Source: an optimization exercise on an open RTL-to-GDS flow (aim: small area). Production flows keep margins and buffers that such runs may drop.
RTL that was checked went through simulation tests only; none was proved equivalent to the original.
Power is estimated from default activity; no workload was simulated.

harbor:
## Shift_filter
module Shift_filter
				(
				i_clk,
				i_arst_n,
				i_filter,
				i_fop_fin,
				o_filter
				);
export LEC_CHECK = 0
export ABC_AREA = 1
export CAP_MARGIN = 0
export CORE_MARGIN = 2
export CORE_UTILIZATION = 65
export CTS_BUF_LIST = sky130_fd_sc_hd__clkbuf_16
export CTS_CLUSTER_DIAMETER = 60
export CTS_CLUSTER_SIZE = 36
export PLACE_DENSITY = 0.8
export SLEW_MARGIN = 0
create_clock -name core_clock -period 7.0 [get_ports {i_clk}]
standard.sh (not shown) runs the stock make flow with config.mk's settings and CLKGATE_MAP_FILE= SYNTH_SCRIPT=/design/flow/synth_recipe.tcl, a recipe that flattens the netlist after the stock synthesis.
==> flow/flow/run.sh <==
#!/bin/bash
# The standard layout (the standard.sh), with two changes to how it is made:
#  - Yosys's ABC step maps with an area-oriented script (flow/abc_area.script)
#    in place of ORFS's abc_area.script, in a copy of ORFS's scripts folder;
#  - the port buffers are plain buf_1 cells.
set -euo pipefail
rm -rf scripts_local
cp -r "$FLOW_HOME/scripts" scripts_local
cp flow/abc_area.script scripts_local/abc_area.script
bash standard.sh "SCRIPTS_DIR=$PWD/scripts_local" \
	"BUFFER_PORTS_ARGS=-buffer_cell sky130_fd_sc_hd__buf_1" finish > standard_flow.log 2>&1
==> flow/flow/abc_area.script <==
&get -n
&st
&dch
&nf -R 1000
&put
The inputs of amber differ from those of harbor as listed below.
Settings: CTS_CLUSTER_SIZE now 30, was 36; CTS_CLUSTER_DIAMETER now 80, was 60.
--- outcome ---
Per the comparison of amber with harbor, overall fraction of global-route tracks in use moved down; total internal power moved down; net count of the finished layout level.
No run of this note included a check of the RTL's function; only the layout flow was run.

---

Another version of the RTL of Shift_filter (not shown whole).
Size in the first run: about 530 cells after synthesis, about 45 I/O pins, roughly 0.0079 mm^2 of cells after synthesis.
clock: 7.0 ns
lec_check: 0
abc_area: 1
cap_margin: 0
core_margin: 2
core_utilization: 75
place_density: 0.9
slew_margin: 0
==> flow/flow/run.sh <==
#!/bin/bash
# The standard layout (the standard.sh), with these changes to how it is made:
#  - Yosys's ABC step maps with an area-oriented script (flow/abc_area.script)
#    in place of ORFS's abc_area.script, in a copy of ORFS's scripts folder;
#  - in that copy, right after the full adders are mapped, flow/fa_polarity.py
#    picks for each full adder the polarity (a full adder is self-dual) that
#    leaves the fewest inverters between adders and flip-flops;
#  - the port buffers are plain buf_1 cells;
#  - clock tree synthesis runs with the options in flow/cts_args.
set -euo pipefail
rm -rf scripts_local
cp -r "$FLOW_HOME/scripts" scripts_local
cp flow/abc_area.script scripts_local/abc_area.script
python3 - scripts_local/synth.tcl <<'PY'
import sys
p = sys.argv[1]
s = open(p).read()
anchor = "# Technology mapping of latches"
hook = """# Full adders in the cheaper of their two polarities (flow/fa_polarity.py)
write_json $::env(RESULTS_DIR)/fa_polarity_in.json
puts [exec python3 $::env(FA_POLARITY_PY) $::env(RESULTS_DIR)/fa_polarity_in.json $::env(RESULTS_DIR)/fa_polarity_out.json]
design -reset
read_json $::env(RESULTS_DIR)/fa_polarity_out.json
hierarchy -top $::env(DESIGN_NAME)
opt_clean

"""
assert s.count(anchor) == 1
open(p, "w").write(s.replace(anchor, hook + anchor))
PY
export FA_POLARITY_PY="$PWD/flow/fa_polarity.py"
bash standard.sh "SCRIPTS_DIR=$PWD/scripts_local" \
	"BUFFER_PORTS_ARGS=-buffer_cell sky130_fd_sc_hd__buf_1" \
	"CTS_ARGS=$(cat flow/cts_args)" finish > standard_flow.log 2>&1
Scripts as last shown in full above: flow/flow/abc_area.script
Other scripts of this flow, unchanged in this note and not shown: flow/flow/cts_args, flow/flow/fa_polarity.py
Rerun with:
Settings changed: CORE_UTILIZATION 75 to 55, PLACE_DENSITY 0.9 to 0.7.
After rerunning: Worst hold slack improved by 0.063 ns; count of clock-buffer cells in the layout does not change; clock power falls slightly; sequential power hardly moves; final cell count rises by a few percent; wire length falls by about a fifth; first-iteration DRC count falls by well over a third; sequential share of layout area falls by 0.32 points; worst setup slack got worse by 0.029 ns; synthesized area stays the same.
Rerun with:
Settings changed: CORE_UTILIZATION 55 to 65, GPL_TIMING_DRIVEN from default to 0, PLACE_DENSITY 0.7 to 0.8.
Outcome:
- The new run finished with timing, DRC and antenna clean
- hold slack degrades by 0.010 ns
- count of clock-buffer cells in the layout stays the same
- total power went up slightly
- setup slack degrades by 0.20 ns
- wire length stays flat
- critical path depth went up by 1
- non-clock buffer count went down by 3
- core utilization went up by 10 points
- cell area barely changes
Rerun with:
Settings changed: GPL_TIMING_DRIVEN 0 to default.
Effect: Clock-buffer cell count is unchanged. Maximum frequency grows by 5.6%. Wire length barely changes. Utilization is lower by 0.37 points. Worst setup slack is better by 0.36 ns. Design area is lower by 0.50%. Register-to-register slack gains 0.36 ns.

-- port drivers added, routing unchanged --
No port has a modelled driver above. Below, the same layouts with a new extraction and two added sets of constraints. Step 1 assumes that a clkbuf_16 drives the clock port and a buf_2 every other input. Step 2 also shifts input and output timing later by t, the mid clock arrival at the registers, as if the neighbouring blocks saw the same clock. Slacks: ideal / step 1 / step 2; pairs: ideal / step 1.
run | shift t [ns] | slack for setup (ns) | hold WS [ns] | worst slew at a driven data input, ns | cell pins on the clock port's net
harbor | 0.517 | 0.751 / 0.751 / 0.751 | 0.326 / 0.326 / 0.326 | 0.04 | 1
amber | 0.506 | 0.657 / 0.657 / 0.657 | 0.316 / 0.316 / 0.316 | 0.04 | 1
the first run of note 2 | 0.614 | 0.498 / 0.498 / 0.498 | 0.239 / 0.239 / 0.239 | 0.05 | 1
the second run of note 2 | 0.613 | 0.469 / 0.469 / 0.469 | 0.302 / 0.302 / 0.302 | 0.04 | 1
the third run of note 2 | 0.613 | 0.271 / 0.271 / 0.271 | 0.292 / 0.292 / 0.292 | 0.04 | 1
the fourth run of note 2 | 0.609 | 0.628 / 0.628 / 0.628 | 0.296 / 0.296 / 0.296 | 0.04 | 1
After both steps setup and hold are still met in every run listed.
